This design comes from an exercise in tuning for small area, a short achievable clock period and few clock cycles per item on the open sky130 flow, not from production work. Where RTL was checked, it was by simulation tests only, not by an equivalence proof against the original. Power and IR drop assume default switching activity.

==> flow/design.v <==
module master_dma (
    input  wire        clk,
    input  wire        reset,
    input  wire        trigger,
    input  wire [4:0]  length,
    input  wire [31:0] source_address,
    input  wire [31:0] destination_address,
    output wire        done,
    output wire [31:0] ARADDR,
    output wire        ARVALID,
    input  wire        ARREADY,
    input  wire [31:0] RDATA,
    input  wire        RVALID,
    output wire        RREADY,
    output wire [31:0] AWADDR,
    output wire        AWVALID,
    input  wire        AWREADY,
    output wire [31:0] WDATA,
    output wire        WVALID,
    input  wire        WREADY,
    input  wire        BVALID,
    output wire        BREADY
);
wire [2:0] words = length[4:2];
reg       started;      
reg       done_r;       
reg       b_is_last;    
reg [2:0] b_count;      
wire active = started | trigger;
addr_channel u_ar (.clk(clk), .reset(reset), .base(source_address), .words(words),
                   .active(active), .started(started), .ready(ARREADY),
                   .valid(ARVALID), .addr(ARADDR));
addr_channel u_aw (.clk(clk), .reset(reset), .base(destination_address), .words(words),
                   .active(active), .started(started), .ready(AWREADY),
                   .valid(AWVALID), .addr(AWADDR));
assign WVALID = RVALID & started;
assign WDATA  = RDATA;
assign RREADY = WREADY;
assign BREADY = 1'b1;
wire b_last = BVALID & b_is_last;
assign done = done_r | b_last;
wire [2:0] b_count_next = b_count + {2'd0, BVALID};
always @(posedge clk) begin
    if (reset) begin
        started   <= 1'b0;
        done_r    <= 1'b0;
        b_count   <= 3'd0;
    end else begin
        if (trigger)
            started <= 1'b1;
        if (b_last)
            done_r <= 1'b1;
        b_count   <= b_count_next;
    end
end
always @(posedge clk)
    b_is_last <= (b_count_next + 3'd1 == words);
endmodule
module addr_channel (
    input  wire        clk,
    input  wire        reset,
    input  wire [31:0] base,
    input  wire [2:0]  words,
    input  wire        active,
    input  wire        started,
    input  wire        ready,
    output wire        valid,
    output wire [31:0] addr
);
localparam GROUP = 4;                   
localparam NG = (27 + GROUP - 1) / GROUP;
reg           left;                     
reg  [2:0]    low;                      
reg  [NG-1:0] gcarry;                   
assign valid = left & active;
wire   accept = valid & ready;
assign addr[1:0] = base[1:0];
assign addr[4:2] = started ? low : base[4:2];
wire [2:0] low_next = addr[4:2] + {2'd0, accept};
wire [2:0] low_end  = base[4:2] + words;
wire       carry_next = gcarry[0] | (accept & (&addr[4:2]));
genvar k, g;
generate
    for (k = 5; k < 32; k = k + 1) begin : g_inc
        if ((k - 5) % GROUP == 0) begin : g_first
            assign addr[k] = base[k] ^ gcarry[(k - 5) / GROUP];
        end else begin : g_rest
            assign addr[k] = base[k] ^ (gcarry[(k - 5) / GROUP] & (&base[k-1:5 + GROUP * ((k - 5) / GROUP)]));
        end
    end
    for (g = 0; g < NG; g = g + 1) begin : g_carry
        wire next;
        if (g == 0) begin : g_low
            assign next = carry_next;
        end else begin : g_high
            assign next = carry_next & (&base[5 + GROUP * g - 1:5]);
        end
        always @(posedge clk) begin
            if (reset)
                gcarry[g] <= 1'b0;
            else
                gcarry[g] <= next;
        end
    end
endgenerate
always @(posedge clk)
    low <= low_next;
always @(posedge clk) begin
    if (reset)
        left <= 1'b1;
    else if (accept && low_next == low_end)
        left <= 1'b0;
end
endmodule
module dma_top (
    input  wire        clk,
    input  wire        reset,
    input  wire        trigger,
    input  wire [4:0]  length,
    input  wire [31:0] source_address,
    input  wire [31:0] destination_address,
    output wire        done,
    output wire [31:0] ARADDR,
    output wire        ARVALID,
    input  wire        ARREADY,
    input  wire [31:0] RDATA,
    input  wire        RVALID,
    output wire        RREADY,
    output wire [31:0] AWADDR,
    output wire        AWVALID,
    input  wire        AWREADY,
    output wire [31:0] WDATA,
    output wire        WVALID,
    input  wire        WREADY,
    input  wire        BVALID,
    output wire        BREADY
);
master_dma u_dma (
    .clk(clk),
    .reset(reset),
    .trigger(trigger),
    .length(length),
    .source_address(source_address),
    .destination_address(destination_address),
    .done(done),
    .ARADDR(ARADDR),
    .ARVALID(ARVALID),
    .ARREADY(ARREADY),
    .RDATA(RDATA),
    .RVALID(RVALID),
    .RREADY(RREADY),
    .AWADDR(AWADDR),
    .AWVALID(AWVALID),
    .AWREADY(AWREADY),
    .WDATA(WDATA),
    .WVALID(WVALID),
    .WREADY(WREADY),
    .BVALID(BVALID),
    .BREADY(BREADY)
);
endmodule
==> flow/config.mk <==
export PLATFORM = sky130hd
export DESIGN_NAME = dma_top
export DESIGN_NICKNAME = dma_top
export VERILOG_FILES = /design/flow/design.v
export SDC_FILE = /design/flow/constraint.sdc
export NUM_CORES = 4
export LEC_CHECK = 0
export CAP_MARGIN = 20
export CORE_MARGIN = 2
export CORE_UTILIZATION = 45
export SETUP_SLACK_MARGIN = 1.3
export SLEW_MARGIN = 20
==> flow/constraint.sdc <==
create_clock -name core_clock -period 3.5 [get_ports {clk}]
set_input_delay 0.7000 -clock core_clock [delete_from_list [all_inputs] [get_ports {clk}]]
set_output_delay 0.7000 -clock core_clock [all_outputs]
set_load 0.01 [all_outputs]
standard.sh (not shown) runs the stock make flow with config.mk's settings and CLKGATE_MAP_FILE= SYNTH_SCRIPT=/design/flow/synth_recipe.tcl, a recipe that flattens the netlist after the stock synthesis.
==> flow/flow/run.sh <==
#!/bin/bash
# ORFS layout with two changes from the standard one:
#  - synthesis maps the logic with a plain delay-oriented ABC script (no
#    full/half-adder extraction, no ABC buffering or resizing); everything else
#    in synthesis, including the registers, is the standard synthesis;
#  - the port buffers are the smallest buffer cell.
set -euo pipefail
here=$(pwd)
rm -rf "$here/scripts_abc"
cp -r "$FLOW_HOME/scripts" "$here/scripts_abc"
printf '&get -n\n&st\n&dch\n&nf -p\n&put\n' > "$here/scripts_abc/abc_speed.script"
bash standard.sh "SCRIPTS_DIR=$here/scripts_abc" 'ADDER_MAP_FILE=' synth > synth.log 2>&1
bash standard.sh 'BUFFER_PORTS_ARGS=-buffer_cell sky130_fd_sc_hd__buf_1' finish > layout.log 2>&1
Testbench counts at the start, summed over its fixed seeds: cycles 29,253, words 9,566.
Then changed:
--- a/flow/design.v
+++ b/flow/design.v
@@ -65,11 +65,11 @@
     input  wire        started,
     input  wire        ready,
     output wire        valid,
     output wire [31:0] addr
 );
-localparam GROUP = 4;                   
+localparam GROUP = 5;                   
 localparam NG = (27 + GROUP - 1) / GROUP;
 reg           left;                     
 reg  [2:0]    low;                      
 reg  [NG-1:0] gcarry;                   
 assign valid = left & active;
The changed run finished with timing, DRC and antenna clean.
Via count rose by 1.6%.
Maximum frequency fell by 0.73%.
Wire length fell by 0.46%.
Final area rose by 8.3%.
Clock skew is about the same.
Core utilization rose by 4.5 points.
Cell count rose by 2.4%.
Combinational power rose by about 3%.
Worst hold slack stays flat.
Die area rose by 0.44%.
Sequential power fell by 7.0%.
Register-to-register slack is worse by 80 ps.
Global-route usage barely changes.
Function not checked in the second run of this note: the RTL went through the layout flow alone.

==> re-timing with driven ports <==
The flow's constraints put no driver on any port. The routed layouts listed below were extracted and timed again, unchanged, in two steps.
Step 1: set_driving_cell puts a clkbuf_16 on clk and a buf_2 on each other input, an assumption about the parent block.
Step 2 times the ports against the registers' clock, not the clock port: input delays grow and output delays shrink by t, the midpoint of the rising clock arrivals with the driver on.
Slacks: no drivers / after step 1 / after step 2; pairs: no drivers / after step 1.
| run | t (ns) | setup WS [ns] | worst setup path at the end |
|---|---|---|---|
| the first run | 0.289 | 1.383 / 1.349 / 1.194 | input to register |
| the second run | 0.289 | 1.368 / 1.305 / 1.184 | input to register |
After both steps setup and hold are still met in every run listed. For the first run, which loses most, drivers alone change the setup slack by -0.034 ns; drivers and shift together by -0.189 ns.
